What follows belongs to an exercise in optimizing a design on an open flow for small area and a short achievable clock period; a production flow would make more cautious choices.
The RTL was checked by simulation tests, not by an equivalence proof against the original design.
No activity file was given, so power comes from the tool's default toggle rates.

==> flow/design.v <==
module FIR(Dout,
           Din,
           clk,
           reset);
    output  [17:0]  Dout;
    input   [7:0]   Din;
    input           clk, reset;
    reg [7:0]  x1, x2n, x3, x4n, x5, x6n, x7;
    reg [15:0] S;
    wire       rn;       
    rinv ur (reset, rn);
    wire s1, c2;
    fa u2 (x2n[0], x4n[0], 1'b1, s1, c2);
    wire s3, c4;
    fa u4 (x2n[1], x4n[1], c2, s3, c4);
    wire s5, c6;
    fa u6 (x2n[2], x4n[2], c4, s5, c6);
    wire s7, c8;
    fa u8 (x2n[3], x4n[3], c6, s7, c8);
    wire s9, c10;
    fa u10 (x2n[4], x4n[4], c8, s9, c10);
    wire s11, c12;
    fa u12 (x2n[5], x4n[5], c10, s11, c12);
    wire s13, c14;
    fa u14 (x2n[6], x4n[6], c12, s13, c14);
    wire s15, c16;
    fa u16 (x2n[7], x4n[7], c14, s15, c16);
    wire n17 = ~x6n[0];
    wire n18 = ~x6n[1];
    wire n19 = ~x6n[2];
    wire n20 = ~x6n[3];
    wire n21 = ~x6n[4];
    wire n22 = ~x6n[5];
    wire n23 = ~x6n[6];
    wire n24 = ~x6n[7];
    wire n25 = ~s1;
    wire n26 = ~s3;
    wire n27 = ~s5;
    wire n28 = ~s7;
    wire n29 = ~s9;
    wire n30 = ~s11;
    wire n31 = ~s13;
    wire n32 = ~s15;
    wire n33 = ~c16;
    wire n34 = ~x7[0];
    wire n35 = ~x7[1];
    wire n36 = ~x7[2];
    wire n37 = ~x7[3];
    wire n38 = ~x7[4];
    wire n39 = ~x7[5];
    wire n40 = ~x7[6];
    wire n41 = ~x7[7];
    wire s42, c43;
    fa u43 (n17, n34, Din[0], s42, c43);
    wire s44, c45;
    fa u45 (n18, n35, s1, s44, c45);
    wire s46, c47;
    fa u47 (s44, Din[1], c43, s46, c47);
    wire s48, c49;
    fa u49 (x3[0], n19, n36, s48, c49);
    wire s50, c51;
    fa u51 (s48, s3, c45, s50, c51);
    wire s52, c53;
    fa u53 (s50, Din[2], c47, s52, c53);
    wire s54, c55;
    fa u55 (x3[1], x7[0], n20, s54, c55);
    wire s56, c57;
    fa u57 (n37, c49, s54, s56, c57);
    wire s58, c59;
    fa u59 (s56, s5, c51, s58, c59);
    wire s60, c61;
    fa u61 (s58, Din[3], c53, s60, c61);
    wire s62, c63;
    fa u63 (x3[0], x3[2], x7[1], s62, c63);
    wire s64, c65;
    fa u65 (n17, n21, n38, s64, c65);
    wire s66, c67;
    fa u67 (c55, s62, n25, s66, c67);
    wire s68, c69;
    fa u69 (s64, c57, s66, s68, c69);
    wire s70, c71;
    fa u71 (s68, s7, c59, s70, c71);
    wire s72, c73;
    fa u73 (Din[0], Din[4], s70, s72, c73);
    wire s74, c75;
    fa u75 (x1[0], x5[0], x3[0], s74, c75);
    wire s76, c77;
    fa u77 (x3[1], x3[3], x7[2], s76, c77);
    wire s78, c79;
    fa u79 (n18, n22, n39, s78, c79);
    wire s80, c81;
    fa u81 (c63, c65, s74, s80, c81);
    wire s82, c83;
    fa u83 (s76, n25, s78, s82, c83);
    wire s84, c85;
    fa u85 (n26, c67, s80, s84, c85);
    wire s86, c87;
    fa u87 (s82, c69, s84, s86, c87);
    wire s88, c89;
    fa u89 (Din[1], Din[5], s86, s88, c89);
    wire s90, c91;
    fa u91 (s9, c71, s88, s90, c91);
    wire s92, c93;
    fa u93 (x1[1], x5[1], x3[1], s92, c93);
    wire s94, c95;
    fa u95 (x3[2], x3[4], x7[3], s94, c95);
    wire s96, c97;
    fa u97 (n19, n23, n40, s96, c97);
    wire s98, c99;
    fa u99 (c75, c77, c79, s98, c99);
    wire s100, c101;
    fa u101 (s92, s94, s96, s100, c101);
    wire s102, c103;
    fa u103 (c81, n26, c83, s102, c103);
    wire s104, c105;
    fa u105 (s98, s100, n27, s104, c105);
    wire s106, c107;
    fa u107 (c85, s102, s104, s106, c107);
    wire s108, c109;
    fa u109 (Din[2], Din[6], c87, s108, c109);
    wire s110, c111;
    fa u111 (s106, c89, s108, s110, c111);
    wire s112, c113;
    fa u113 (s11, c91, s110, s112, c113);
    wire s114, c115;
    fa u115 (x1[2], x5[2], x3[2], s114, c115);
    wire s116, c117;
    fa u117 (x3[3], x3[5], x7[4], s116, c117);
    wire s118, c119;
    fa u119 (n20, n24, n41, s118, c119);
    wire s120, c121;
    fa u121 (c93, c95, c97, s120, c121);
    wire s122, c123;
    fa u123 (s114, s116, s118, s122, c123);
    wire s124, c125;
    fa u125 (c99, c101, s120, s124, c125);
    wire s126, c127;
    fa u127 (s122, n27, c103, s126, c127);
    wire s128, c129;
    fa u129 (s124, n28, c105, s128, c129);
    wire s130, c131;
    fa u131 (Din[3], Din[7], s126, s130, c131);
    wire s132, c133;
    fa u133 (c107, s128, c109, s132, c133);
    wire s134, c135;
    fa u135 (s130, c111, s132, s134, c135);
    wire s136, c137;
    fa u137 (s13, c113, s134, s136, c137);
    wire s138, c139;
    fa u139 (x1[3], x5[3], x3[3], s138, c139);
    wire s140, c141;
    fa u141 (x3[4], x3[6], x7[5], s140, c141);
    wire s142, c143;
    fa u143 (n21, c115, c117, s142, c143);
    wire s144, c145;
    fa u145 (c119, s138, s140, s144, c145);
    wire s146, c147;
    fa u147 (c121, s142, c123, s146, c147);
    wire s148, c149;
    fa u149 (s144, c125, s146, s148, c149);
    wire s150, c151;
    fa u151 (n28, c127, Din[4], s150, c151);
    wire s152, c153;
    fa u153 (s148, n29, c129, s152, c153);
    wire s154, c155;
    fa u155 (c131, s150, s152, s154, c155);
    wire s156, c157;
    fa u157 (c133, s154, c135, s156, c157);
    wire s158, c159;
    fa u159 (s15, s156, c137, s158, c159);
    wire s160, c161;
    fa u161 (x1[4], x5[4], x3[4], s160, c161);
    wire s162, c163;
    fa u163 (x3[5], x3[7], x7[6], s162, c163);
    wire s164, c165;
    fa u165 (n22, c139, c141, s164, c165);
    wire s166, c167;
    fa u167 (s160, s162, c143, s166, c167);
    wire s168, c169;
    fa u169 (c145, s164, s166, s168, c169);
    wire s170, c171;
    fa u171 (c147, s168, Din[5], s170, c171);
    wire s172, c173;
    fa u173 (c149, n29, c151, s172, c173);
    wire s174, c175;
    fa u175 (s170, n30, c153, s174, c175);
    wire s176, c177;
    fa u177 (s172, c155, s174, s176, c177);
    wire s178, c179;
    fa u179 (c16, s176, c157, s178, c179);
    wire w180 = ~(s178 ^ c159);
    wire w181 = s178 | c159;
    wire s182, c183;
    fa u183 (x1[5], x5[5], x3[5], s182, c183);
    wire s184, c185;
    fa u185 (x3[6], x7[7], n23, s184, c185);
    wire s186, c187;
    fa u187 (c161, c163, s182, s186, c187);
    wire s188, c189;
    fa u189 (s184, c165, s186, s188, c189);
    wire s190, c191;
    fa u191 (c167, s188, c169, s190, c191);
    wire s192, c193;
    fa u193 (Din[6], s190, c171, s192, c193);
    wire s194, c195;
    fa u195 (n30, c173, s192, s194, c195);
    wire s196, c197;
    fa u197 (n31, c175, s194, s196, c197);
    wire s198, c199;
    fa u199 (c177, s196, c179, s198, c199);
    wire s200, c201;
    fa u201 (x1[6], x5[6], x3[6], s200, c201);
    wire s202, c203;
    fa u203 (x3[7], n24, c183, s202, c203);
    wire s204, c205;
    fa u205 (c185, s200, c187, s204, c205);
    wire s206, c207;
    fa u207 (s202, c189, s204, s206, c207);
    wire s208, c209;
    fa u209 (Din[7], s206, c191, s208, c209);
    wire s210, c211;
    fa u211 (s208, c193, n31, s210, c211);
    wire s212, c213;
    fa u213 (c195, n32, s210, s212, c213);
    wire s214, c215;
    fa u215 (c197, s212, c199, s214, c215);
    wire s216, c217;
    fa u217 (x1[7], x5[7], x3[7], s216, c217);
    wire s218, c219;
    fa u219 (c201, s216, c203, s218, c219);
    wire s220, c221;
    fa u221 (c205, s218, c207, s220, c221);
    wire s222, c223;
    fa u223 (s220, c209, n33, s222, c223);
    wire s224, c225;
    fa u225 (n32, c211, s222, s224, c225);
    wire s226, c227;
    fa u227 (c213, s224, c215, s226, c227);
    wire s228, c229;
    fa u229 (c217, c219, c221, s228, c229);
    wire s230, c231;
    fa u231 (s228, n33, c223, s230, c231);
    wire s232, c233;
    fa u233 (c225, s230, c227, s232, c233);
    wire s234, c235;
    fa u235 (c229, c231, c233, s234, c235);
    wire n236 = ~s52;
    wire s237, c238;
    ha u238 (s60, s52, s237, c238);
    wire s239, c240;
    fa u240 (c61, s72, c238, s239, c240);
    wire s241, c242;
    fa u242 (c73, s90, c240, s241, c242);
    wire s243, c244;
    ha u244 (s112, c242, s243, c244);
    wire s245, c246;
    ha u246 (s136, c244, s245, c246);
    wire s247, c248;
    ha u248 (s158, c246, s247, c248);
    wire s249, c250;
    ha u250 (w180, c248, s249, c250);
    wire s251, c252;
    fa u252 (w181, s198, c250, s251, c252);
    wire w253 = ~(s214 ^ c252);
    wire w254 = s214 | c252;
    wire w255 = ~(s226 ^ w254);
    wire w256 = s226 | w254;
    wire w257 = ~(s232 ^ w256);
    wire w258 = s232 | w256;
    wire w259 = ~(s234 ^ w258);
    wire w260 = s234 | w258;
    wire w261 = ~(c235 ^ w260);
    wire w262 = c235 | w260;
    wire [15:0] S_next = {w261, w259, w257, w255, w253, s251, s249, s247, s245, s243, s241, s239, s237, n236, s46, s42};
    always @(posedge clk) begin
        x1  <= Din & {8{rn}};
        x2n <= ~(x1 & {8{rn}});
        x3  <= ~(x2n | {8{reset}});
        x4n <= ~(x3 & {8{rn}});
        x5  <= ~(x4n | {8{reset}});
        x6n <= ~(x5 & {8{rn}});
        x7  <= ~(x6n | {8{reset}});
    end
    always @(posedge clk) begin
        if (reset) begin
            S  <= 16'hFF01;
        end else begin
            S  <= S_next;
        end
    end
    wire [15:0] y;
    outadd ua (S, Din, 1'b0, y);
    assign Dout = {2'b00, y};
endmodule
module outadd(input [15:0] s, input [7:0] d, input [0:0] k, output [15:0] y);
    wire o_w1 = ~d[0];
    wire o_w2 = ~d[1];
    wire o_w3 = ~d[2];
    wire o_w4 = ~d[3];
    wire o_w5 = ~d[4];
    wire o_w6 = ~d[5];
    wire o_w7 = ~d[6];
    wire o_w8 = ~d[7];
    wire o_s9, o_c10;
    fa o_u10 (s[3], d[0], o_w4, o_s9, o_c10);
    wire o_s11, o_c12;
    fa o_u12 (s[4], d[1], o_w5, o_s11, o_c12);
    wire o_s13, o_c14;
    fa o_u14 (s[5], d[2], o_w6, o_s13, o_c14);
    wire o_s15, o_c16;
    fa o_u16 (s[6], d[3], o_w7, o_s15, o_c16);
    wire o_s17, o_c18;
    fa o_u18 (s[7], d[4], o_w8, o_s17, o_c18);
    wire o_s19, o_c20;
    ha o_u20 (s[8], d[5], o_s19, o_c20);
    wire o_s21, o_c22;
    ha o_u22 (s[9], d[6], o_s21, o_c22);
    wire o_s23, o_c24;
    ha o_u24 (s[10], d[7], o_s23, o_c24);
    wire o_s25, o_c26;
    ha o_u26 (s[0], o_w1, o_s25, o_c26);
    wire o_s27, o_c28;
    ha o_u28 (s[1], o_w2, o_s27, o_c28);
    wire o_s29, o_c30;
    ha o_u30 (s[2], o_w3, o_s29, o_c30);
    wire o_s31, o_c32;
    ha o_u32 (o_s11, o_c10, o_s31, o_c32);
    wire o_s33, o_c34;
    ha o_u34 (o_s13, o_c12, o_s33, o_c34);
    wire o_s35, o_c36;
    ha o_u36 (o_s15, o_c14, o_s35, o_c36);
    wire o_s37, o_c38;
    ha o_u38 (o_s17, o_c16, o_s37, o_c38);
    wire o_s39, o_c40;
    ha o_u40 (o_s19, o_c18, o_s39, o_c40);
    wire o_s41, o_c42;
    ha o_u42 (o_s21, o_c20, o_s41, o_c42);
    wire o_s43, o_c44;
    ha o_u44 (o_s23, o_c22, o_s43, o_c44);
    wire o_s45, o_c46;
    ha o_u46 (s[11], o_c24, o_s45, o_c46);
    wire o_w47 = o_c28 | (o_s27 & o_c26);
    wire o_w48 = o_s27 & o_s25;
    wire o_w49 = (o_s9 & o_c30);
    wire o_w50 = o_s9 & o_s29;
    wire o_w51 = o_c34 | (o_s33 & o_c32);
    wire o_w52 = o_s33 & o_s31;
    wire o_w53 = o_c38 | (o_s37 & o_c36);
    wire o_w54 = o_s37 & o_s35;
    wire o_w55 = o_c42 | (o_s41 & o_c40);
    wire o_w56 = o_s41 & o_s39;
    wire o_w57 = o_c46 | (o_s45 & o_c44);
    wire o_w58 = o_s45 & o_s43;
    wire o_w59 = s[13] & s[12];
    wire o_w60 = s[15] & s[14];
    wire o_w61 = o_c30 | (o_s29 & o_w47);
    wire o_w62 = o_s29 & o_w48;
    wire o_w63 = o_w49 | (o_w50 & o_w47);
    wire o_w64 = o_w50 & o_w48;
    wire o_w65 = o_c36 | (o_s35 & o_w51);
    wire o_w66 = o_s35 & o_w52;
    wire o_w67 = o_w53 | (o_w54 & o_w51);
    wire o_w68 = o_w54 & o_w52;
    wire o_w69 = o_c44 | (o_s43 & o_w55);
    wire o_w70 = o_s43 & o_w56;
    wire o_w71 = o_w57 | (o_w58 & o_w55);
    wire o_w72 = o_w58 & o_w56;
    wire o_w73 = s[14] & o_w59;
    wire o_w74 = o_w60 & o_w59;
    wire o_w75 = o_c32 | (o_s31 & o_w63);
    wire o_w76 = o_s31 & o_w64;
    wire o_w77 = o_w51 | (o_w52 & o_w63);
    wire o_w78 = o_w52 & o_w64;
    wire o_w79 = o_w65 | (o_w66 & o_w63);
    wire o_w80 = o_w66 & o_w64;
    wire o_w81 = o_w67 | (o_w68 & o_w63);
    wire o_w82 = o_w68 & o_w64;
    wire o_w83 = (s[12] & o_w71);
    wire o_w84 = s[12] & o_w72;
    wire o_w85 = (o_w59 & o_w71);
    wire o_w86 = o_w59 & o_w72;
    wire o_w87 = (o_w73 & o_w71);
    wire o_w88 = o_w73 & o_w72;
    wire o_w89 = (o_w74 & o_w71);
    wire o_w90 = o_w74 & o_w72;
    wire o_w91 = o_c40 | (o_s39 & o_w81);
    wire o_w92 = o_s39 & o_w82;
    wire o_w93 = o_w55 | (o_w56 & o_w81);
    wire o_w94 = o_w56 & o_w82;
    wire o_w95 = o_w69 | (o_w70 & o_w81);
    wire o_w96 = o_w70 & o_w82;
    wire o_w97 = o_w71 | (o_w72 & o_w81);
    wire o_w98 = o_w72 & o_w82;
    wire o_w99 = o_w83 | (o_w84 & o_w81);
    wire o_w100 = o_w84 & o_w82;
    wire o_w101 = o_w85 | (o_w86 & o_w81);
    wire o_w102 = o_w86 & o_w82;
    wire o_w103 = o_w87 | (o_w88 & o_w81);
    wire o_w104 = o_w88 & o_w82;
    wire o_w105 = o_w89 | (o_w90 & o_w81);
    wire o_w106 = o_w90 & o_w82;
    wire o_w107 = o_s27 ^ o_c26;
    wire o_w108 = o_s29 ^ o_w47;
    wire o_w109 = o_s9 ^ o_w61;
    wire o_w110 = o_s31 ^ o_w63;
    wire o_w111 = o_s33 ^ o_w75;
    wire o_w112 = o_s35 ^ o_w77;
    wire o_w113 = o_s37 ^ o_w79;
    wire o_w114 = o_s39 ^ o_w81;
    wire o_w115 = o_s41 ^ o_w91;
    wire o_w116 = o_s43 ^ o_w93;
    wire o_w117 = o_s45 ^ o_w95;
    wire o_w118 = s[12] ^ o_w97;
    wire o_w119 = s[13] ^ o_w99;
    wire o_w120 = s[14] ^ o_w101;
    wire o_w121 = s[15] ^ o_w103;
    assign y = {o_w121, o_w120, o_w119, o_w118, o_w117, o_w116, o_w115, o_w114, o_w113, o_w112, o_w111, o_w110, o_w109, o_w108, o_w107, o_s25};
endmodule
module rinv(input r, output rn);
    assign rn = ~r;
endmodule
module fa(input a, input b, input c, output s, output co);
    assign s = a ^ b ^ c;
    assign co = (a & b) | (a & c) | (b & c);
endmodule
module ha(input a, input b, output s, output co);
    assign s = a ^ b;
    assign co = a & b;
endmodule
==> flow/flow/run.sh <==
#!/bin/bash
# Own layout flow: the standard ORFS flow (standard.sh's make command and
# synthesis, unchanged), with these changes after synthesis:
#  - timing repair aims at a setup slack margin of $MARGIN ns,
#  - port buffers are buf_2 cells (ORFS's default pick is a delay cell),
#  - clock tree: clkbuf_8 buffers, larger sink clusters, no dummy loads.
# ORFS writes each tool's log under orfs/logs/; make's output goes to
# make_*.log in this folder.
set -euo pipefail
MARGIN=5
MAKELINE=$(grep '^make ' standard.sh | sed 's/"\${@:-finish}"//')
run_make() { eval "$MAKELINE"' "$@"'; }
run_make synth > make_synth.log 2>&1
run_make "SETUP_SLACK_MARGIN=$MARGIN" \
  "BUFFER_PORTS_ARGS=-buffer_cell sky130_fd_sc_hd__buf_2" \
  "CTS_ARGS=-sink_clustering_enable -repair_clock_nets -dont_use_dummy_load -buf_list sky130_fd_sc_hd__clkbuf_8 -sink_clustering_size 30 -sink_clustering_max_diameter 100" \
  finish > make_finish.log 2>&1
# everything is built: this only writes out/final.def from the final layout
bash standard.sh finish > make_def.log 2>&1
==> flow/standard.sh <==
#!/bin/bash
# synth_recipe.tcl (not shown) runs the flow's synth.tcl, then flattens the netlist and writes it again
# the make line also repeats each setting of config.mk as NAME=value (left out here)
make -C /OpenROAD-flow-scripts/flow DESIGN_CONFIG=/design/flow/config.mk WORK_HOME=/design/flow/orfs CLKGATE_MAP_FILE= SYNTH_SCRIPT=/design/flow/synth_recipe.tcl "${@:-finish}"
==> flow/config.mk <==
export PLATFORM = sky130hd
export DESIGN_NAME = FIR
export DESIGN_NICKNAME = FIR
export VERILOG_FILES = /design/flow/design.v
export SDC_FILE = /design/flow/constraint.sdc
export NUM_CORES = 4
export LEC_CHECK = 0
export ABC_AREA = 1
export CAP_MARGIN = 20
export CORE_MARGIN = 2
export CORE_UTILIZATION = 40
export SETUP_SLACK_MARGIN = 5
export SLEW_MARGIN = 20
export SYNTH_HIERARCHICAL = 1
export SYNTH_MINIMUM_KEEP_SIZE = 0
==> flow/constraint.sdc <==
create_clock -name core_clock -period 12.0 [get_ports {clk}]
set_input_delay 2.4000 -clock core_clock [delete_from_list [all_inputs] [get_ports {clk}]]
set_output_delay 2.4000 -clock core_clock [all_outputs]
set_load 0.01 [all_outputs]
==> results.cfg, run 1 <==
[sta]
worst_slew_pin_slew_ns = 1.014
hold_ws_ns = 0.4023
relSlewSlack_pct = 32.33
tns_ns = 0
slew_violations = 0
final_hold_viol_count = 0
post-route-period-util_pct = 57.23
skew_ns = 0.01116
fmax_mhz = 145.6
grt_setup_unrepaired = false
finalCriticalPeriod_ns = 6.867
setup_viol = 0

[detailed_routing]
drtIter0Drc = 112
dr_total_vias = 2895
drt-wirelength-per-cell_um = 13.39
drt_pre_antenna_iters = 4
via_per_inst = 4.440
routed_wirelength_mm = 8.729
drc = 0
postRouteAntennaNets = 0

[placement]
routabilityCongestion = 0.8381
hpwl_mm = 7.284
io_buffers = 25

[grt]
grt_overflow = 0
grt_pass1_vias = 3279
grt_max_degree = 38
grt_pass1_wl_mm = 15.62
grtUsageTotal_pct = 14.53
antenna_found_initial = 0

[final_layout]
final_common_cell = fa_1
utilization_pct = 44.18
antenna_cells = 0
final_cell_mix = fa_1, inv_1, dfxtp_1
drive_above_1_share_pct = 14.37
area_growth_pct = 7.425
nFillCells = 1234
finalNetCount = 632

[cts]
clock_path_buffers = 2
insertion_delay_ns = 0.36
cts_inserted_buffers = 9
htreeDepth = 3
holdBufCountCts = 0
cts_tree = yes
cts_sinks = 72
clk_pin_slew_ns = 0.07
root_buffer = clkbuf_8

[floorplan]
initial_core_util_pct = 41.13
dieHeight_um = 117.9
die_w_um = 117.9
core_um2 = 12620
rows = 41
dieArea_um2 = 13900
io_pins = 28

[setup_path]
cp-end-kind = output pin
crit_end = Dout[9]
worst-r2r-cell-count = 19
cp.arrival_ns = 4.47
startpoint_type = primary input
critPathMaxFanout = 7
cp-startpoint = Din[5]
crit_required_ns = 9.60
r2r_setup_slack_ns = 5.23
critical_path_class = in2out
r2r-end = S[15]
r2r-start = x2n[0]

[synth]
synth_compound_area_share_pct = 1.061
yosysSeqAreaShare_pct = 27.77
synth_fa_ha_area_share_pct = 49.95
ys_seq_elements = 72
syn_area_um2 = 5190
synthMuxAreaShare_pct = 0
synth_cell_types = 21
avgSynthCellArea_um2 = 11.19
synth_cells = 464
synth_area_leaders = fa_1, dfxtp_1, ha_1
synth_top_family_by_area = adder cells
synth_top_area_share_pct = 43.20
synth-simple-area-share_pct = 10.46
synth_xor_area_share_pct = 0.8438
synth.largest_area_cell = fa_1
yosys_warnings = 7

[min_path]
hold_class = reg2reg
min_path_cells = 1

[power]
peakVddDrop_uv = 69.21
total_leakage_power_uw = 0.002735
pwr_density_cell_nw_per_um2 = 193.7

[job]
cap_violations = 0

[status]
status = finished clean
[per-layer routing]
layer | track usage (%) | wire, µm | vias up
li1 | - | - | 1364
met1 | 18.78 | 3973 | 1484
met2 | 24.53 | 4381 | 41
met3 | 3.924 | 314 | 6
met4 | 3.163 | 59 | 0
met5 | 0 | 0 | -
[layout make-up]
type / count / area, µm² / share of cell area (%)
clock buffer: 9 / 123.9 / 2.222
inverter: 79 / 296.5 / 5.319
multi-input combinational: 289 / 3321 / 59.56
sequential: 72 / 1441 / 25.85
tap: 172 / 215.2 / 3.860
timing repair buffer: 31 / 177.7 / 3.187
[synthesized netlist by cell type]
library cell  count
nand2_4           1
nand2_2           6
o21ai_1           1
a21oi_2           1
nor2_1           43
inv_1            79
a21oi_4           1
dfxtp_1          72
or2_1             4
clkbuf_8          3
nand2_1          71
conb_1            2
buf_6             1
nand3_1           7
nand2b_1          1
buf_4            21
ha_1             28
xor2_1            1
a21oi_1           5
xnor2_1           4
fa_1            112
[Yosys stat by module, one instance, submodules excluded]
module / times used / area (µm²) / cells
rinv: 1 / 3.754 / 1
fa: 112 / 20.02 / 1
outadd: 1 / 624.3 / 119
ha: 19 / 12.51 / 1
FIR: 1 / 2082 / 213
[registers in the layout (all words and copies together) (netlist names)]
name / cells
S: 16
x1: 8
x2n: 8
x3: 8
x4n: 8
x5: 8
x6n: 8
x7: 8
[kinds of logic after synthesis]
logic type	after synthesis
other	2
adder cells (fa/ha/maj)	140
XOR/XNOR	5
flip-flops	72
AO/OA/AOI/OAI	8
buffers and inverters	104
AND/OR/NAND/NOR	133
[how the worst min path moves through the flow]
stage,startpoint,to
2_1_floorplan,x6n[0],x7[0]
3_3_place_gp,x6n[5],x7[5]
3_5_place_dp,x6n[4],x7[4]
4_1_cts,x6n[4],x7[4]
5_1_grt,x6n[4],x7[4]
6_report,x6n[4],x7[4]
[critical path, cell delays in order]
cell and delay (ns):
buf_4 0.15, inv_1 0.08, fa_1 0.59, ha_4 0.23
nand2_1 0.08, nand2_2 0.08, a21oi_4 0.17, nand2_4 0.10
ha_1 0.20, nor2_2 0.11, xnor2_1 0.11, buf_2 0.15
[repair_timing]
action                                  CTS  global route
resized for setup                         6            18
hold endpoints to repair                  0             0
endpoints found under the setup margin    2             3
setup buffers                             3             2
pin swaps                                 3             9
[report_power, final]
part	switching [µW]	total (µW)	internal [µW]	leakage, µW
Sequential	14.6	284	269	0.000591
Clock	81.4	148	66.9	0.0000647
Combinational	348	648	300	0.00208
Total	444	1080	636	0.00274
[stage by stage]
step	setup WS [ns]	cell area (µm²)	cells	total power [µW]
finish	5.133	5575	652	1080
global placement	4.851	5331	638	914.6
CTS	5.043	5493	650	1084
global route	4.982	5575	652	1229
detailed placement	4.783	5331	638	931.0
floorplan	5.110	5194	465	839.0
==> run 2, diff against run 1 <==
--- a/flow/flow/run.sh
+++ b/flow/flow/run.sh
@@ -11,7 +11,7 @@
 MAKELINE=$(grep '^make ' standard.sh | sed 's/"\${@:-finish}"//')
 run_make() { eval "$MAKELINE"' "$@"'; }
 run_make synth > make_synth.log 2>&1
-run_make "SETUP_SLACK_MARGIN=$MARGIN" \
+run_make "SETUP_SLACK_MARGIN=$MARGIN" "MATCH_CELL_FOOTPRINT=0" \
   "BUFFER_PORTS_ARGS=-buffer_cell sky130_fd_sc_hd__buf_2" \
   "CTS_ARGS=-sink_clustering_enable -repair_clock_nets -dont_use_dummy_load -buf_list sky130_fd_sc_hd__clkbuf_8 -sink_clustering_size 30 -sink_clustering_max_diameter 100" \
   finish > make_finish.log 2>&1
==> run 2 against run 1 <==
Still clean. Setup slack did not move. Via count did not move. Sequential power barely moved. Critical path depth did not move. Sequential cell count did not move. Non-clock buffer count did not move. Synthesized cell count did not move. Global-route usage did not move. Highest routed layer unchanged.
==> results.cfg, run 2 <==
[setup_path]
critical_path_class = in2out
cp-end-kind = output pin
r2r_setup_slack_ns = 5.23
cp.arrival_ns = 4.47
crit_required_ns = 9.60
startpoint_type = primary input
critPathMaxFanout = 7

[cts]
clock_path_buffers = 2
root_buffer = clkbuf_8
clk_pin_slew_ns = 0.07
cts_tree = yes
insertion_delay_ns = 0.36
htreeDepth = 3
cts_inserted_buffers = 9
holdBufCountCts = 0
cts_sinks = 72

[power]
peakVddDrop_uv = 69.21
combinationalPowerShare_pct = 60.0
pwr_density_cell_nw_per_um2 = 193.7
power_frac_seq_pct = 26.3
total_power_uw = 1080
clkPwrFrac_pct = 13.7
total_leakage_power_uw = 0.002735
power.net_switching_uw = 444.3
p_int_uw = 635.6
switching_share_pct = 41.14

[detailed_routing]
drc = 0
via_per_inst = 4.440
drtIter0Drc = 112
routed_wirelength_mm = 8.729
drt-wirelength-per-cell_um = 13.39
postRouteAntennaNets = 0
dr_total_vias = 2895
drt_pre_antenna_iters = 4

[floorplan]
dieArea_um2 = 13900
dieHeight_um = 117.9
initial_core_util_pct = 41.13
io_pins = 28
core_um2 = 12620
die_w_um = 117.9
rows = 41

[synth]
synth_area_leaders = fa_1, dfxtp_1, ha_1
yosys_warnings = 7
synthArstFlopShare_pct = 0
ys_seq_elements = 72
avgSynthCellArea_um2 = 11.19
syn_area_um2 = 5190
synthTopCellsByCount = fa_1, inv_1, dfxtp_1
yosys.cell_count.top_type = fa_1
synth_cell_types = 21
synth_top_area_share_pct = 43.20
synth_edf_count = 0
yosysSeqAreaShare_pct = 27.77
synth.largest_area_cell = fa_1
synthFlopType = dfxtp_1
synth_cells = 464

[grt]
grt_pass1_vias = 3279
grt_max_degree = 38
antenna_found_initial = 0
grtUsageTotal_pct = 14.53
grt_overflow = 0
grt_pass1_wl_mm = 15.62

[final_layout]
final-seq-area_um2 = 1441
nFillCells = 1234
drive_above_1_share_pct = 14.37
multi_input_area_um2 = 3321
finalNetCount = 632
antenna_cells = 0
final_common_cell = fa_1
final_cell_mix = fa_1, inv_1, dfxtp_1
regMostFlops = S
area_growth_pct = 7.425
largest_register_ffs = 16

[sta]
setup_viol = 0
setup_ws_ns = 5.133
finalCriticalPeriod_ns = 6.867
slew_violations = 0
skew_ns = 0.01116
grt_setup_unrepaired = false
fmax_mhz = 145.6
post-route-period-util_pct = 57.23
worst_slew_pin_slew_ns = 1.014
final_hold_viol_count = 0
relSlewSlack_pct = 32.33
tns_ns = 0

[placement]
post-place-ws_ns = 4.783
io_buffers = 25
routabilityCongestion = 0.8381
hpwl_mm = 7.284

[status]
status = finished clean

[job]
cap_violations = 0

[min_path]
hold_class = reg2reg
run 2: cell counts in the layout (fill, tap and decap cells not counted):
No cell type changed its count.
run 2: through the flow:
| stage | util (%) | std cells | hold WS, ns | instance area [µm²] |
|---|---|---|---|---|
| floorplan | - | 465 | 0.3856 | 5194 |
| global placement | 42.25 | 638 | 0.3917 | 5331 |
| detailed placement | 42.25 | 638 | 0.3935 | 5331 |
| CTS | 43.53 | 650 | 0.4001 | 5493 |
| global route | 44.18 | 652 | 0.4167 | 5575 |
| finish | 44.18 | 652 | 0.4023 | 5575 |
run 2: power by group through the flow:
stage / clock network (µW) / registers [µW] / logic [µW]
global placement: 0 / 289 / 626
floorplan: 0 / 286 / 553
CTS: 155 / 284 / 645
global route: 163 / 287 / 779
detailed placement: 0 / 290 / 641
finish: 148 / 284 / 648
run 2: path summary, 6_finish.rpt:
path,start,endpoint,depth (start not counted)
min,x6n[4],x7[4],1
max reg2reg,x2n[0],S[15],19
min reg2reg,x6n[4],x7[4],1
max,Din[5],Dout[9],12
run 2: what timing repair did:
item / in CTS / in global routing
pin swaps: 3 / 9
buffers inserted: 3 / 2
endpoints found under the setup margin: 2 / 3
resized for setup: 6 / 18
run 2: per-module statistics from Yosys (local to each module, per instance):
module / cells inside / copies in the design
ha: 1 / 19
outadd: 119 / 1
FIR: 213 / 1
fa: 1 / 112
rinv: 1 / 1
run 2: cell type report:
class,instances,share of cell area (%)
well taps,172,3.860
repair buffers,31,3.187
multi-input cells,289,59.56
flip-flops and latches,72,25.85
inverters,79,5.319
clock buffers,9,2.222
run 2: cell families (layout without fill, tap and decap cells):
logic type	Yosys count	in the layout	share of synthesized area [%]
other cells	2	3	0.1447
flops	72	72	27.77
xor+xnor	5	5	0.8437
simple gates	133	133	10.46
fa+ha+maj	140	140	49.95
compound gates	8	8	1.061
buf+inv	104	119	9.764
run 2: routing by layer:
layer / vias up / global-route usage (%) / wire length, µm
met5: - / 0 / 0
li1: 1364 / - / -
met1: 1484 / 18.78 / 3973
met3: 6 / 3.924 / 314
met2: 41 / 24.53 / 4381
met4: 0 / 3.163 / 59
run 2: worst max-delay path, cell delays in order:
cell and delay, ns:
buf_4 0.15, inv_1 0.08, fa_1 0.59, ha_4 0.23
nand2_1 0.08, nand2_2 0.08, a21oi_4 0.17, nand2_4 0.10
ha_1 0.20, nor2_2 0.11, xnor2_1 0.11, buf_2 0.15
==> run 3, diff against run 2 <==
--- a/flow/flow/run.sh
+++ b/flow/flow/run.sh
@@ -7,7 +7,7 @@
 # ORFS writes each tool's log under orfs/logs/; make's output goes to
 # make_*.log in this folder.
 set -euo pipefail
-MARGIN=5
+MARGIN=5.3
 MAKELINE=$(grep '^make ' standard.sh | sed 's/"\${@:-finish}"//')
 run_make() { eval "$MAKELINE"' "$@"'; }
 run_make synth > make_synth.log 2>&1
==> run 3 against run 2 <==
Still clean on timing, DRC and antenna. Register-to-register slack gained 0.28 ns. Clock-buffer cell count is the same. Area after synthesis is the same. Highest routed layer unchanged. Non-clock buffer count grew 6. Critical path type unchanged. Sequential cell count is the same. Largest power group unchanged.
==> results.cfg, run 3 <==
[setup_path]
cp-end-kind = output pin
crit_top_cell = nand2_4
crit_path_max_incr_delay_ns = 0.59
path_buf_inv = 3
critical-path-top-delay-family = adder cells
critical_path_class = in2out
critPathMaxFanout = 5
path_cells = buf_12, clkinv_4, fa_2, ha_4, nand2_4, nand2_4, a21oi_4, nand2_4, ha_4, nor2_4, xnor2_2, buf_2
critPathSlowestCell = fa_2
startpoint_type = primary input
cp.arrival_ns = 4.23
crit_required_ns = 9.60

[synth]
synth_edf_count = 0
synthTopCellsByCount = fa_1, inv_1, dfxtp_1
synth_area_leaders = fa_1, dfxtp_1, ha_1
synth_top_area_share_pct = 43.20
syn_area_um2 = 5190
synth.largest_area_cell = fa_1
synthFlopType = dfxtp_1
synthArstFlopShare_pct = 0
yosysSeqAreaShare_pct = 27.77
ys_seq_elements = 72
synth_cells = 464
synth_cell_types = 21
avgSynthCellArea_um2 = 11.19
yosys.cell_count.top_type = fa_1
yosys_warnings = 7

[placement]
hpwl_mm = 7.441
io_buffers = 25
postPlaceCellArea_um2 = 5349
routabilityCongestion = 0.8614

[cts]
clock_path_buffers = 2
clk_pin_slew_ns = 0.07
cts_tree = yes
cts_inserted_buffers = 9
cts_sinks = 72
root_buffer = clkbuf_8
insertion_delay_ns = 0.35
htreeDepth = 3
holdBufCountCts = 0

[final_layout]
area_growth_pct = 12.03
nFillCells = 1179
largest_register_ffs = 16
final_cell_mix = fa_1, inv_1, dfxtp_1
antenna_cells = 0
regMostFlops = S
final_cell_area_um2 = 5814
final_common_cell = fa_1
finalNetCount = 638
utilization_pct = 46.07
drive_above_1_share_pct = 22.63

[detailed_routing]
dr_total_vias = 2946
drt-wirelength-per-cell_um = 13.77
via_per_inst = 4.477
postRouteAntennaNets = 0
drc = 0
highest_layer = met4
wl_met3_um = 323
routed_wirelength_mm = 9.062
drt_pre_antenna_iters = 4
drtIter0Drc = 122
wl_met2_mm = 4.613
drt-met1-wl_mm = 3.902

[sta]
relSlewSlack_pct = 33.51
grt_setup_unrepaired = true
slew_violations = 0
worst_slew_pin_slew_ns = 0.9963
fmax_mhz = 150.8
hold_ws_ns = 0.4009
finalCriticalPeriod_ns = 6.630
setup_viol = 0
final_hold_viol_count = 0
skew_ns = 0.02296
tns_ns = 0
post-route-period-util_pct = 55.25

[floorplan]
dieArea_um2 = 13900
die_w_um = 117.9
core_um2 = 12620
dieHeight_um = 117.9
initial_core_util_pct = 41.13
rows = 41
io_pins = 28

[grt]
grt_overflow = 0
grt_max_degree = 38
grt_pass1_wl_mm = 15.88
antenna_found_initial = 0
grt_pass1_vias = 3351
grtUsageTotal_pct = 14.83

[power]
total_leakage_power_uw = 0.002771
peakVddDrop_uv = 69.34
pwr_density_cell_nw_per_um2 = 203.7

[min_path]
hold_class = reg2reg

[status]
status = finished clean

[job]
cap_violations = 0
==> run 3: cell counts after synthesis <==
Identical to the previous run, type by type.
==> run 3: cell type report <==
type	instances	area, µm²	area share, %
Tap cell	172	215.2	3.701
Sequential cell	72	1444	24.83
Timing Repair Buffer	37	266.5	4.584
Inverter	79	301.5	5.186
Multi-Input combinational cell	289	3463	59.57
Clock buffer	9	123.9	2.130
==> run 3: cell families after synthesis <==
family	share of synthesized area [%]
adders and majority gates	49.95
and+or+nand+nor	10.46
buffers and inverters	9.764
DFF	27.77
AOI/OAI and AO/OA	1.061
xor gates and xnor gates	0.8437
other	0.1447
==> run 3: timing repair <==
action | 4_1_cts | 5_1_grt
buffers inserted | 5 | 7
pin swaps | 19 | 26
endpoints found under the setup margin | 10 | 9
resized for setup | 31 | 45
endpoints found under the hold margin | 0 | 0
==> run 3: routing by layer <==
metal / vias to the layer above / GRT usage (%)
met5: - / 0
met1: 1508 / 18.34
met4: 0 / 5.271
li1: 1377 / -
met3: 18 / 4.118
met2: 43 / 24.93
==> run 3: power by group <==
group | leakage (µW) | internal (µW) | total (µW) | switching, µW
Sequential | 0.000591 | 269 | 284 | 15.2
Combinational | 0.00212 | 368 | 755 | 387
Clock | 0.0000647 | 66.8 | 145 | 78.3
==> run 3: per-stage QoR <==
stage / total power, µW / std cells / worst slack [ns]
floorplan: 847.3 / 465 / 5.312
global placement: 918.9 / 637 / 4.979
detailed placement: 934.2 / 637 / 4.922
CTS: 1111 / 651 / 5.286
global route: 1333 / 658 / 5.289
finish: 1184 / 658 / 5.370
==> run 3: worst reg2reg max path, cell delays in order (launching register included) <==
cell	delay [ns]
dfxtp_1	0.46
fa_1	0.50
fa_1	0.52
fa_1	0.44
fa_1	0.39
fa_1	0.38
fa_1	0.46
fa_2	0.35
fa_2	0.34
fa_2	0.34
fa_2	0.34
fa_2	0.34
fa_2	0.34
fa_2	0.34
fa_1	0.50
inv_2	0.05
ha_4	0.24
nand2_1	0.04
==> run 3: worst paths after layout <==
check	from	end	slack [ns]	cells after the start
worst max register to register	x3[0]	S[14]	5.51	17
worst min register to register	x6n[4]	x7[4]	0.40	1
worst max-delay path	Din[5]	Dout[9]	5.37	12
worst min-delay path	x6n[4]	x7[4]	0.40	1
==> run 3: modules after synthesis, one instance, submodules excluded <==
module  cell area (µm²)  copies in the design  cells inside
FIR                2082                     1           213
ha                12.51                    19             1
outadd            624.3                     1           119
fa                20.02                   112             1
rinv              3.754                     1             1
==> run 4, diff against run 3 <==
--- a/flow/flow/run.sh
+++ b/flow/flow/run.sh
@@ -7,7 +7,7 @@
 # ORFS writes each tool's log under orfs/logs/; make's output goes to
 # make_*.log in this folder.
 set -euo pipefail
-MARGIN=5.3
+MARGIN=5.6
 MAKELINE=$(grep '^make ' standard.sh | sed 's/"\${@:-finish}"//')
 run_make() { eval "$MAKELINE"' "$@"'; }
 run_make synth > make_synth.log 2>&1
==> run 4 against run 3 <==
Hold slack worse by 0.0045 ns. Critical path type unchanged. Final area grew 5.9%. Total power is 12% higher. Clock-buffer cell count unchanged. Register-to-register slack got worse by 0.03 ns. Global-route usage up 0.23 points. Wire length rose by 4.4%.
==> results.cfg, run 4 <==
[floorplan]
io_pins = 28
initial_core_util_pct = 41.13
rows = 41
die_w_um = 117.9
dieHeight_um = 117.9
dieArea_um2 = 13900
core_um2 = 12620

[setup_path]
path_cells = buf_12, inv_2, fa_1, ha_4, nand2_4, inv_2, a21oi_4, nand2_4, ha_4, nor2_4, xnor2_1, buf_2
crit_required_ns = 9.60
cp.arrival_ns = 4.19
path_buf_inv = 4
critPathSlowestCell = fa_1
crit_path_max_incr_delay_ns = 0.57
startpoint_type = primary input
cp-end-kind = output pin
critical-path-top-delay-family = adder cells
critical_path_class = in2out
critPathMaxFanout = 5

[grt]
grt_max_degree = 38
antenna_found_initial = 0
grtUsageTotal_pct = 15.07
grt_pass1_wl_mm = 16.08
grt_overflow = 0
grt_pass1_vias = 3342

[job]
cap_violations = 0

[detailed_routing]
via_per_inst = 4.454
drc = 0
drt-wirelength-per-cell_um = 14.14
dr_total_vias = 2980
routed_wirelength_mm = 9.458
postRouteAntennaNets = 0
drt_pre_antenna_iters = 4
drtIter0Drc = 113

[final_layout]
final_cells = 669
final_cell_mix = fa_1, dfxtp_1, inv_1
antenna_cells = 0
largest_register_ffs = 16
area_growth_pct = 18.64
regMostFlops = S
finalNetCount = 649
nFillCells = 1146
drive_above_1_share_pct = 30.38
final_common_cell = fa_1

[sta]
tns_ns = 0
setup_viol = 0
skew_ns = 0.02650
finalCriticalPeriod_ns = 6.595
grt_setup_unrepaired = true
relSlewSlack_pct = 50.66
post-route-period-util_pct = 54.96
slew_violations = 0
worst_slew_pin_slew_ns = 0.7400
final_hold_viol_count = 0
fmax_mhz = 151.6

[power]
pwr_density_cell_nw_per_um2 = 215.8
peakVddDrop_uv = 111.3
total_leakage_power_uw = 0.002895

[min_path]
hold_class = reg2reg

[placement]
routabilityCongestion = 0.8448
dp.cells = 637
hpwl_mm = 7.399
io_buffers = 25

[synth]
avgSynthCellArea_um2 = 11.19
yosysSeqAreaShare_pct = 27.77
synthTopCellsByCount = fa_1, inv_1, dfxtp_1
yosys.cell_count.top_type = fa_1
yosys_warnings = 7
ys_seq_elements = 72
synth.largest_area_cell = fa_1
syn_area_um2 = 5190
synthArstFlopShare_pct = 0
synth_edf_count = 0
synthFlopType = dfxtp_1
synth_cell_types = 21
synth_top_area_share_pct = 43.20
synth_area_leaders = fa_1, dfxtp_1, ha_1
synth_cells = 464

[cts]
cts_sinks = 72
htreeDepth = 3
cts_inserted_buffers = 9
cts_tree = yes
root_buffer = clkbuf_8
clock_path_buffers = 2
insertion_delay_ns = 0.36
clk_pin_slew_ns = 0.08

[status]
status = finished clean
## run 4: area by class of cell
| type | count | area, µm² | share of cell area, % |
|---|---|---|---|
| Multi-Input combinational cell | 289 | 3617 | 58.75 |
| Sequential cell | 72 | 1446 | 23.49 |
| Clock buffer | 9 | 123.9 | 2.012 |
| Timing Repair Buffer | 48 | 445.4 | 7.234 |
| Tap cell | 172 | 215.2 | 3.495 |
| Inverter | 79 | 309.0 | 5.019 |
## run 4: per-layer routing
layer	track usage, %	routed length, µm	part of all wire [%]	vias up
met5	0	0	0	-
met1	19.40	4277	45	1528
li1	-	-	-	1403
met2	25.80	4843	51	44
met3	3.634	290	3.1	5
met4	3.389	46	0.49	0
## run 4: timing repair
action,CTS,global route
resized for setup,66,58
pin swaps,28,47
endpoints found under the setup margin,14,14
setup buffers,13,9
hold buffers,0,0
## run 4: report_power, final
part	switching [µW]	internal (µW)	total (µW)
logic	447	452	899
registers	15.0	269	284
clock network	78.7	66.8	145
## run 4: worst reg2reg max path: stages, from the launching register on
cell,delay [ns]
dfxtp_1,0.33
inv_1,0.11
fa_1,0.49
fa_1,0.55
fa_1,0.43
fa_2,0.35
fa_1,0.39
fa_1,0.48
fa_2,0.36
fa_2,0.35
fa_2,0.36
fa_2,0.35
fa_2,0.35
fa_2,0.34
fa_2,0.35
fa_1,0.48
inv_1,0.06
ha_4,0.25
nand2_1,0.05
## run 4: final timing paths
kind,start,to,slack (ns),cells after the start
hold / removal,x5[4],x6n[4],0.40,1
setup reg to reg,x6n[0],S[14],5.48,18
setup / recovery,Din[6],Dout[9],5.41,12
hold reg to reg,x5[4],x6n[4],0.40,1
## run 4: logic make-up (layout without fill, tap and decap cells)
| family | after synthesis | after routing | share of synthesized area, % |
|---|---|---|---|
| AOI/OAI and AO/OA | 8 | 8 | 1.061 |
| xor gates and xnor gates | 5 | 5 | 0.8437 |
| adders and majority gates | 140 | 140 | 49.95 |
| buffers and inverters | 104 | 136 | 9.764 |
| DFF | 72 | 72 | 27.77 |
| other | 2 | 3 | 0.1447 |
| and+or+nand+nor | 133 | 133 | 10.46 |
## run 4: through the flow
step	hold slack (ns)	cell area [µm²]	power [µW]	utilization, %	worst slack, ns
2_1_floorplan	0.3856	5301	873.8	-	5.387
3_3_place_gp	0.3930	5431	946.5	43.04	5.055
3_5_place_dp	0.3943	5431	965.6	43.04	5.026
4_1_cts	0.4000	5852	1199	46.37	5.323
5_1_grt	0.4110	6157	1486	48.79	5.314
6_report	0.3965	6157	1329	48.79	5.405
## run 4: per-module statistics from Yosys, one instance, submodules excluded
module,cell area (µm²),cells
FIR,2082,213
outadd,624.3,119
fa,20.02,1
ha,12.51,1
rinv,3.754,1
==> run 5, diff against run 4 <==
--- a/flow/flow/run.sh
+++ b/flow/flow/run.sh
@@ -7,11 +7,11 @@
 # ORFS writes each tool's log under orfs/logs/; make's output goes to
 # make_*.log in this folder.
 set -euo pipefail
-MARGIN=5.6
+MARGIN=5
 MAKELINE=$(grep '^make ' standard.sh | sed 's/"\${@:-finish}"//')
 run_make() { eval "$MAKELINE"' "$@"'; }
 run_make synth > make_synth.log 2>&1
-run_make "SETUP_SLACK_MARGIN=$MARGIN" "MATCH_CELL_FOOTPRINT=0" \
+run_make "SETUP_SLACK_MARGIN=$MARGIN" "RECOVER_POWER=100" \
   "BUFFER_PORTS_ARGS=-buffer_cell sky130_fd_sc_hd__buf_2" \
   "CTS_ARGS=-sink_clustering_enable -repair_clock_nets -dont_use_dummy_load -buf_list sky130_fd_sc_hd__clkbuf_8 -sink_clustering_size 30 -sink_clustering_max_diameter 100" \
   finish > make_finish.log 2>&1
==> run 5 against run 4 <==
Largest cell class unchanged. Die area unchanged. Core utilization down 4.9 points. Global-route usage down 0.53 points. Final area down 10%. Combinational power down about 30%. Sequential power about the same. First-iteration DRC count down 4.4%. Hold slack better by 0.0073 ns. Wire length down 7.6%. Total power down 20%. Sequential cell count unchanged. The layout now fails its checks (capacitance limit, slew limit). Maximum frequency down 6.7%.
==> results.cfg, run 5 <==
[status]
status = finished with violations
violations = capacitance limit, slew limit

[synth]
synthTopCellsByCount = fa_1, inv_1, dfxtp_1
synth_area_leaders = fa_1, dfxtp_1, ha_1
yosys.cell_count.top_type = fa_1
yosys_warnings = 7
synth_edf_count = 0
yosysSeqAreaShare_pct = 27.77
synthArstFlopShare_pct = 0
avgSynthCellArea_um2 = 11.19
ys_seq_elements = 72
synth_cell_types = 21
syn_area_um2 = 5190
synth_cells = 464
synth_top_area_share_pct = 43.20
synthFlopType = dfxtp_1
synth.largest_area_cell = fa_1

[final_layout]
final_cell_mix = fa_1, inv_1, nand2_1
area_growth_pct = 6.702
drive_above_1_share_pct = 10.42
regMostFlops = S
final_common_cell = fa_1
antenna_cells = 0
final_cell_area_um2 = 5538
final_cells = 652
finalNetCount = 632
largest_register_ffs = 16

[setup_path]
path_buf_inv = 3
cp.arrival_ns = 4.67
cp-end-kind = output pin
crit_required_ns = 9.60
crit_path_max_incr_delay_ns = 0.54
critical-path-top-delay-family = adder cells
path_cells = clkbuf_1, fa_1, ha_4, nand2_1, inv_1, a21oi_4, nand2_1, ha_1, nor2_2, xnor2_1, clkbuf_1
critPathSlowestCell = fa_1
critical_path_class = in2out
startpoint_type = primary input
critPathMaxFanout = 7

[cts]
clk_pin_slew_ns = 0.07
cts_inserted_buffers = 9
htreeDepth = 3
insertion_delay_ns = 0.36
root_buffer = clkbuf_8
cts_sinks = 72
clock_path_buffers = 2
cts_tree = yes

[sta]
setup_viol = 0
worst_slew_pin_slew_ns = 1.699
relSlewSlack_pct = -13.25
setup_ws_ns = 4.929
final_hold_viol_count = 0
post-route-period-util_pct = 58.93
finalCriticalPeriod_ns = 7.071
grt_setup_unrepaired = false
tns_ns = 0
slew_violations = 38
fmax_mhz = 141.4
skew_ns = 0.01088

[grt]
grt_pass1_wl_mm = 15.62
grt_overflow = 0
grt_pass1_vias = 3279
grtUsageTotal_pct = 14.53
grt_max_degree = 38
antenna_found_initial = 0

[placement]
postPlaceCellArea_um2 = 5331
hpwl_mm = 7.284
io_buffers = 25
routabilityCongestion = 0.8381
post-place-ws_ns = 4.783
dp.cells = 638

[floorplan]
core_um2 = 12620
initial_core_util_pct = 41.13
dieHeight_um = 117.9
rows = 41
die_w_um = 117.9
dieArea_um2 = 13900
io_pins = 28

[power]
power_frac_seq_pct = 26.6
peakVddDrop_uv = 68.93
total_leakage_power_uw = 0.002695
power.net_switching_uw = 441.8
combinationalPowerShare_pct = 59.5
switching_share_pct = 41.47
pwr_density_cell_nw_per_um2 = 192.4
total_power_uw = 1065
clkPwrFrac_pct = 13.9
p_int_uw = 623.6

[min_path]
hold_class = reg2reg

[detailed_routing]
routed_wirelength_mm = 8.737
wl_met3_um = 316
postRouteAntennaNets = 0
drc = 0
drtIter0Drc = 108
drt_pre_antenna_iters = 4
via_per_inst = 4.429
dr_total_vias = 2888
drt-met1-wl_mm = 3.999
highest_layer = met4
drt-wirelength-per-cell_um = 13.40
wl_met2_mm = 4.361

[job]
cap_violations = 1
==> run 5: cell types whose count changed in the layout (fill, tap and decap cells not counted), sizes merged <==
cell / change
buf: -33
clkbuf: +16
==> run 5: Yosys stat by module, one instance, submodules excluded <==
module / flops+latches / cells inside
FIR: 72 / 213
outadd: 0 / 119
fa: 0 / 1
ha: 0 / 1
rinv: 0 / 1
==> run 5: routing by layer <==
metal  up-vias  global-route usage, %
li1       1364                      -
met1      1475                  18.78
met2        43                  24.53
met3         6                  3.924
met4         0                  3.163
met5         -                      0
==> run 5: cells by family (layout without fill, tap and decap cells) <==
| logic type | Yosys count | after routing | share of synthesized area, % |
|---|---|---|---|
| AO/OA/AOI/OAI | 8 | 8 | 1.061 |
| XOR/XNOR | 5 | 5 | 0.8437 |
| adder cells (fa/ha/maj) | 140 | 140 | 49.95 |
| buffers and inverters | 104 | 119 | 9.764 |
| flip-flops | 72 | 72 | 27.77 |
| other | 2 | 3 | 0.1447 |
| AND/OR/NAND/NOR | 133 | 133 | 10.46 |
==> run 5: metrics by stage <==
step           hold WS, ns  utilization, %
2_1_floorplan       0.3856               -
3_3_place_gp        0.3917           42.25
3_5_place_dp        0.3935           42.25
4_1_cts             0.4001           43.53
5_1_grt             0.4167           43.88
6_report            0.4038           43.88
==> run 5: power groups by stage <==
stage | Sequential (µW) | Clock (µW) | Combinational, µW
global route | 287 | 163 | 764
global placement | 289 | 0 | 626
floorplan | 286 | 0 | 553
CTS | 284 | 155 | 645
detailed placement | 290 | 0 | 641
finish | 284 | 148 | 633
==> run 5: repair_timing <==
| action | 4_1_cts | 5_1_grt |
|---|---|---|
| gates resized for setup | 6 | 18 |
| hold buffers | 0 | 0 |
| pin swaps | 3 | 9 |
| setup buffers | 3 | 2 |
| cloned | 0 | 0 |
| setup endpoints to repair | 2 | 3 |
==> run 5: final cells by class <==
cell class | count | area [µm²]
fill | 1248 | 7082
multi-input combinational | 289 | 3303
sequential | 72 | 1441
inverter | 79 | 296.5
tap | 172 | 215.2
timing repair buffer | 31 | 157.7
clock buffer | 9 | 123.9
==> run 5: final timing paths <==
check        startpoint       to  slack (ns)  cells after the start
max              Din[3]  Dout[9]        4.93                     11
min              x6n[4]    x7[4]        0.40                      1
max reg2reg      x2n[0]    S[15]        5.23                     19
min reg2reg      x6n[4]    x7[4]        0.40                      1
==> run 6, diff against run 5 <==
--- a/flow/flow/run.sh
+++ b/flow/flow/run.sh
@@ -11,9 +11,9 @@
 MAKELINE=$(grep '^make ' standard.sh | sed 's/"\${@:-finish}"//')
 run_make() { eval "$MAKELINE"' "$@"'; }
 run_make synth > make_synth.log 2>&1
-run_make "SETUP_SLACK_MARGIN=$MARGIN" "RECOVER_POWER=100" \
+run_make "SETUP_SLACK_MARGIN=$MARGIN" \
   "BUFFER_PORTS_ARGS=-buffer_cell sky130_fd_sc_hd__buf_2" \
-  "CTS_ARGS=-sink_clustering_enable -repair_clock_nets -dont_use_dummy_load -buf_list sky130_fd_sc_hd__clkbuf_8 -sink_clustering_size 30 -sink_clustering_max_diameter 100" \
+  "CTS_ARGS=-sink_clustering_enable -repair_clock_nets -dont_use_dummy_load -buf_list sky130_fd_sc_hd__clkbuf_4 -sink_clustering_size 10 -sink_clustering_max_diameter 50" \
   finish > make_finish.log 2>&1
 # everything is built: this only writes out/final.def from the final layout
 bash standard.sh finish > make_def.log 2>&1
==> run 6 against run 5 <==
Setup slack better by 0.20 ns. Maximum frequency grew 3.0%. The run now finishes clean. Sequential power about the same. Highest routed layer unchanged. Sequential share of layout area up 0.13 points. Core utilization down 0.15 points. Largest cell class unchanged. Largest power group unchanged. Final cell count did not move. Critical path type unchanged.
==> results.cfg, run 6 <==
[final_layout]
largest_register_ffs = 16
final_common_cell = fa_1
nFillCells = 1236
regMostFlops = S
final_cell_area_um2 = 5519
final_cell_mix = fa_1, inv_1, dfxtp_1, nand2_1, nor2_1
finalNetCount = 632
utilization_pct = 43.73
area_growth_pct = 6.340
drive_above_1_share_pct = 14.58
antenna_cells = 0

[synth]
synthTopCellsByCount = fa_1, inv_1, dfxtp_1
synth_cells = 464
yosysSeqAreaShare_pct = 27.77
yosys.cell_count.top_type = fa_1
syn_area_um2 = 5190
yosys_warnings = 7
synth_top_area_share_pct = 43.20
avgSynthCellArea_um2 = 11.19
synthFlopType = dfxtp_1
synthArstFlopShare_pct = 0
synth_edf_count = 0
ys_seq_elements = 72
synth_cell_types = 21
synth_area_leaders = fa_1, dfxtp_1, ha_1
synth.largest_area_cell = fa_1

[cts]
clock_path_buffers = 2
clk_pin_slew_ns = 0.10
insertion_delay_ns = 0.43
cts_sinks = 72
htreeDepth = 3
cts_tree = yes
holdBufCountCts = 0
root_buffer = clkbuf_4
cts_inserted_buffers = 9

[setup_path]
path_cells = buf_4, inv_1, fa_1, ha_4, nand2_1, nand2_2, a21oi_4, nand2_4, ha_1, nor2_2, xnor2_1, buf_2
crit_path_max_incr_delay_ns = 0.59
startpoint_type = primary input
cp-end-kind = output pin
critPathMaxFanout = 7
critPathSlowestCell = fa_1
critical_path_class = in2out
cp.arrival_ns = 4.47
critical-path-top-delay-family = adder cells
crit_required_ns = 9.60
path_buf_inv = 3

[floorplan]
dieArea_um2 = 13900
io_pins = 28
initial_core_util_pct = 41.13
die_w_um = 117.9
dieHeight_um = 117.9
core_um2 = 12620
rows = 41

[job]
cap_violations = 0

[detailed_routing]
drt_pre_antenna_iters = 4
postRouteAntennaNets = 0
drt-met1-wl_mm = 4.020
drc = 0
drtIter0Drc = 107
routed_wirelength_mm = 8.749
drt-wirelength-per-cell_um = 13.42
dr_total_vias = 2906
via_per_inst = 4.457
wl_met3_um = 269
highest_layer = met4
wl_met2_mm = 4.304

[sta]
final_hold_viol_count = 0
post-route-period-util_pct = 57.23
setup_viol = 0
fmax_mhz = 145.6
tns_ns = 0
relSlewSlack_pct = 32.57
grt_setup_unrepaired = false
finalCriticalPeriod_ns = 6.867
slew_violations = 0
worst_slew_pin_slew_ns = 1.010
setup_ws_ns = 5.133
skew_ns = 0.02094

[grt]
grtUsageTotal_pct = 14.55
grt_max_degree = 38
grt_pass1_vias = 3312
antenna_found_initial = 0
grt_overflow = 0
grt_pass1_wl_mm = 15.66

[power]
p_int_uw = 603.3
total_power_uw = 1043
combinationalPowerShare_pct = 62.1
power_frac_seq_pct = 27.2
clkPwrFrac_pct = 10.7
pwr_density_cell_nw_per_um2 = 189.0
switching_share_pct = 42.17
total_leakage_power_uw = 0.002713
peakVddDrop_uv = 69.21
power.net_switching_uw = 439.8

[placement]
hpwl_mm = 7.284
routabilityCongestion = 0.8381
postPlaceCellArea_um2 = 5331
io_buffers = 25
post-place-ws_ns = 4.783

[status]
status = finished clean

[min_path]
hold_class = reg2reg
## run 6: final timing paths
| kind | cells past startpoint | start | slack, ns | endpoint |
|---|---|---|---|---|
| min reg2reg | 1 | x5[5] | 0.40 | x6n[5] |
| min | 1 | x5[5] | 0.40 | x6n[5] |
| max | 12 | Din[5] | 5.13 | Dout[9] |
| max reg2reg | 19 | x2n[0] | 5.22 | S[15] |
## run 6: worst register-to-register path, delay by kind of cell, from the launching register on
family / cells / cell delay [ns]
fa+ha+maj: 15 / 6.07
flops: 1 / 0.35
buf+inv: 2 / 0.13
simple gates: 2 / 0.12
## run 6: power groups by stage
stage	sequential (µW)	combinational (µW)	clock [µW]
2_1_floorplan	286	553	0
3_3_place_gp	289	626	0
3_5_place_dp	290	641	0
4_1_cts	284	645	117
5_1_grt	287	779	126
6_report	283	648	112
## run 6: routing by layer
layer	up-vias	global-route usage, %
met4	0	4.819
met3	14	3.440
met2	47	24.20
met1	1479	18.75
met5	-	0
li1	1366	-
## run 6: layout make-up
cell class	count	area, µm²	share of cell area, %
clock buffer	9	67.56	1.224
timing repair buffer	31	177.7	3.219
sequential	72	1444	26.16
multi-input combinational	289	3318	60.12
inverter	79	296.5	5.373
tap	172	215.2	3.899
## run 6: modules after synthesis, one instance, submodules excluded
module | flip-flops and latches | copies in the design | cell area, µm² | cells inside
rinv | 0 | 1 | 3.754 | 1
FIR | 72 | 1 | 2082 | 213
outadd | 0 | 1 | 624.3 | 119
ha | 0 | 19 | 12.51 | 1
fa | 0 | 112 | 20.02 | 1
## run 6: timing repair
| item | in CTS | in global routing |
|---|---|---|
| setup buffers | 3 | 2 |
| endpoints found under the setup margin | 2 | 3 |
| gates cloned | 0 | 0 |
| resized for setup | 6 | 19 |
| pin swaps | 3 | 9 |
## run 6: logic make-up (layout without fill, tap and decap cells)
| kind of cell | after synthesis | in the layout | synth area share [%] |
|---|---|---|---|
| fa+ha+maj | 140 | 140 | 49.95 |
| simple gates | 133 | 133 | 10.46 |
| buf+inv | 104 | 119 | 9.764 |
| flops | 72 | 72 | 27.77 |
| compound gates | 8 | 8 | 1.061 |
| xor+xnor | 5 | 5 | 0.8437 |
| other cells | 2 | 3 | 0.1447 |
## run 6: metrics by stage
step / hold WS, ns / std cells
final: 0.4009 / 652
after global routing: 0.4200 / 652
after CTS: 0.4003 / 650
after detailed placement: 0.3935 / 638
after global placement: 0.3917 / 638
after floorplan: 0.3856 / 465
==> run 7, diff against run 6 <==
--- a/flow/flow/run.sh
+++ b/flow/flow/run.sh
@@ -13,7 +13,7 @@
 run_make synth > make_synth.log 2>&1
 run_make "SETUP_SLACK_MARGIN=$MARGIN" \
   "BUFFER_PORTS_ARGS=-buffer_cell sky130_fd_sc_hd__buf_2" \
-  "CTS_ARGS=-sink_clustering_enable -repair_clock_nets -dont_use_dummy_load -buf_list sky130_fd_sc_hd__clkbuf_4 -sink_clustering_size 10 -sink_clustering_max_diameter 50" \
+  "CTS_ARGS=-sink_clustering_enable -repair_clock_nets -dont_use_dummy_load -buf_list sky130_fd_sc_hd__clkbuf_16 -root_buf sky130_fd_sc_hd__clkbuf_16 -sink_clustering_size 50 -sink_clustering_max_diameter 500" \
   finish > make_finish.log 2>&1
 # everything is built: this only writes out/final.def from the final layout
 bash standard.sh finish > make_def.log 2>&1
==> run 7 against run 6 <==
Still clean on timing, DRC and antenna. Combinational power about the same. Synthesized cell count unchanged. Die area unchanged. Final cell count unchanged. Sequential share of layout area decreased by 0.75 points. Clock-buffer cell count unchanged. Area after synthesis unchanged. Clock power increased by 97%. Maximum frequency about the same. Clock skew decreased by 0.014 ns. First-iteration DRC count unchanged. Wire length about the same. Critical endpoint unchanged. Highest routed layer unchanged.
==> results.cfg, run 7 <==
[synth]
yosys.cell_count.top_type = fa_1
synthMuxAreaShare_pct = 0
ys_seq_elements = 72
synth_cells = 464
synthFlopType = dfxtp_1
synth_fa_ha_area_share_pct = 49.95
synth_top_family_by_area = adder cells
synth_area_leaders = fa_1, dfxtp_1, ha_1
avgSynthCellArea_um2 = 11.19
synth_xor_area_share_pct = 0.8438
synth_compound_area_share_pct = 1.061
synth_top_area_share_pct = 43.20
synthTopCellsByCount = fa_1, inv_1, dfxtp_1
synth_edf_count = 0
synth-simple-area-share_pct = 10.46
syn_area_um2 = 5190
yosysSeqAreaShare_pct = 27.77
synthArstFlopShare_pct = 0
synth.largest_area_cell = fa_1
synth_cell_types = 21
yosys_warnings = 7

[setup_path]
crit_path_max_incr_delay_ns = 0.60
r2r-end = S[15]
r2r-start = x2n[0]
r2r_setup_slack_ns = 5.24
path_cells = buf_4, inv_1, fa_1, ha_4, nand2_1, nand2_2, a21oi_4, nand2_4, ha_1, nor2_2, xnor2_1, buf_2
critical_path_class = in2out
critical-path-top-delay-family = adder cells
crit_required_ns = 9.60
critPathMaxFanout = 7
cp-end-kind = output pin
startpoint_type = primary input
worst-r2r-cell-count = 19
path_buf_inv = 3
critPathSlowestCell = fa_1
cp.arrival_ns = 4.47

[placement]
post-place-ws_ns = 4.783
hpwl_mm = 7.284
postPlaceCellArea_um2 = 5331
routabilityCongestion = 0.8381
io_buffers = 25

[power]
total_power_uw = 1153
total_leakage_power_uw = 0.002782
pwr_density_cell_nw_per_um2 = 203.1
peakVddDrop_uv = 80.54

[final_layout]
regMostFlops = S
drive_above_1_share_pct = 14.58
final_common_cell = fa_1
area_growth_pct = 9.402
largest_register_ffs = 16
antenna_cells = 0
final_cell_area_um2 = 5678
final_cell_mix = fa_1, inv_1, dfxtp_1
finalNetCount = 632

[grt]
antenna_found_initial = 0
grtUsageTotal_pct = 14.57
grt_overflow = 0
grt_pass1_vias = 3275
grt_pass1_wl_mm = 15.64
grt_max_degree = 38

[sta]
relSlewSlack_pct = 33.90
setup_ws_ns = 5.129
tns_ns = 0
fmax_mhz = 145.5
slew_violations = 0
final_hold_viol_count = 0
hold_ws_ns = 0.4011
grt_setup_unrepaired = false
setup_viol = 0
finalCriticalPeriod_ns = 6.871
post-route-period-util_pct = 57.25
skew_ns = 0.006736
worst_slew_pin_slew_ns = 0.9904

[cts]
root_buffer = clkbuf_16
clock_path_buffers = 2
cts_tree = yes
htreeDepth = 3
cts_sinks = 72
cts_inserted_buffers = 9
clk_pin_slew_ns = 0.05
insertion_delay_ns = 0.33

[job]
cap_violations = 0

[status]
status = finished clean

[floorplan]
initial_core_util_pct = 41.13
dieArea_um2 = 13900
io_pins = 28
die_w_um = 117.9
dieHeight_um = 117.9
rows = 41
core_um2 = 12620

[detailed_routing]
dr_total_vias = 2898
via_per_inst = 4.445
drtIter0Drc = 107
drt-wirelength-per-cell_um = 13.43
drc = 0
drt_pre_antenna_iters = 4
routed_wirelength_mm = 8.754
postRouteAntennaNets = 0

[min_path]
hold_class = reg2reg
worstHoldStart = x6n[4]
min_to = x7[4]
min_path_cells = 1
run 7: cell counts after synthesis:
No cell type changed its count.
run 7: metal layers:
| layer | global-route usage [%] | routed length (µm) |
|---|---|---|
| met2 | 24.53 | 4387 |
| met3 | 3.682 | 289 |
| met4 | 3.690 | 117 |
| met1 | 18.82 | 3960 |
| met5 | 0 | 0 |
run 7: power by group:
group	internal [µW]	total, µW	switching (µW)
Sequential	269	284	14.7
Clock	131	221	89.3
Combinational	300	648	349
Total	701	1150	453
run 7: worst register-to-register path: cells and delay by family, from the launching register on:
family,cells,cell delay [ns]
buffers and inverters,2,0.12
AND/OR/NAND/NOR,2,0.12
adder cells (fa/ha/maj),15,6.07
flip-flops,1,0.33
run 7: area by class of cell:
cell class / instances / area [µm²]
well taps: 172 / 215.2
flip-flops and latches: 72 / 1443
inverters: 79 / 296.5
clock buffers: 9 / 225.2
fillers: 1218 / 6942
repair buffers: 31 / 177.7
multi-input cells: 289 / 3321
run 7: cells by family after synthesis:
group           Yosys count
flops                    72
xor+xnor                  5
compound gates            8
fa+ha+maj               140
other cells               2
simple gates            133
buf+inv                 104
run 7: Yosys stat by module (local to each module, per instance):
module  cells  flops+latches
FIR       213             72
outadd    119              0
fa          1              0
ha          1              0
rinv        1              0
run 7: worst max-delay path by stage:
stage	cells after the start	slack, ns	from	end
2_1_floorplan	14	5.11	Din[2]	S[15]
3_3_place_gp	15	4.85	Din[2]	S[15]
3_5_place_dp	15	4.78	Din[2]	S[15]
4_1_cts	12	5.04	Din[5]	Dout[9]
5_1_grt	12	4.98	Din[5]	Dout[9]
6_report	12	5.13	Din[5]	Dout[9]
run 7: per-stage QoR:
step           util [%]  std cells
6_report          44.99        652
5_1_grt           44.99        652
4_1_cts           44.33        650
3_5_place_dp      42.25        638
3_3_place_gp      42.25        638
2_1_floorplan         -        465
run 7: repair_timing:
item	4_1_cts	5_1_grt
hold buffers	0	0
endpoints found under the setup margin	2	3
pin swaps	3	9
setup buffers	3	2
resized for setup	6	19

what the ideal ports hide:
The flow's constraints put no driver on any port. The routed layouts listed below were extracted and timed again, unchanged, in two steps.
Step 1 (the two cells are an assumption about what drives the block):
set clk [get_ports {clk}]
set_driving_cell -lib_cell sky130_fd_sc_hd__clkbuf_16 $clk
set_driving_cell -lib_cell sky130_fd_sc_hd__buf_2 [delete_from_list [all_inputs] $clk]
Step 2 times the ports against the registers' clock, not the clock port: input delays grow and output delays shrink by t, the midpoint of the rising clock arrivals with the driver on.
Slacks: no drivers / after step 1 / after step 2; pairs: no drivers / after step 1.
run	t, ns	setup WS [ns]	worst register clock-pin slew, ns	worst data-port slew with drivers (ns)
run 1	0.381	5.133 / 5.110 / 4.891	0.07 / 0.07	0.03
run 2	0.381	5.133 / 5.110 / 4.891	0.07 / 0.07	0.03
run 3	0.373	5.370 / 5.308 / 5.110	0.07 / 0.07	0.06
run 4	0.373	5.405 / 5.340 / 5.024	0.08 / 0.08	0.07
run 5	0.382	4.929 / 4.904 / 4.789	0.07 / 0.07	0.03
run 6	0.446	5.133 / 5.110 / 4.840	0.12 / 0.12	0.03
run 7	0.361	5.129 / 5.107 / 4.888	0.05 / 0.05	0.03
For run 4, which loses most, drivers alone change the setup slack by -0.065 ns; drivers and shift together by -0.381 ns.
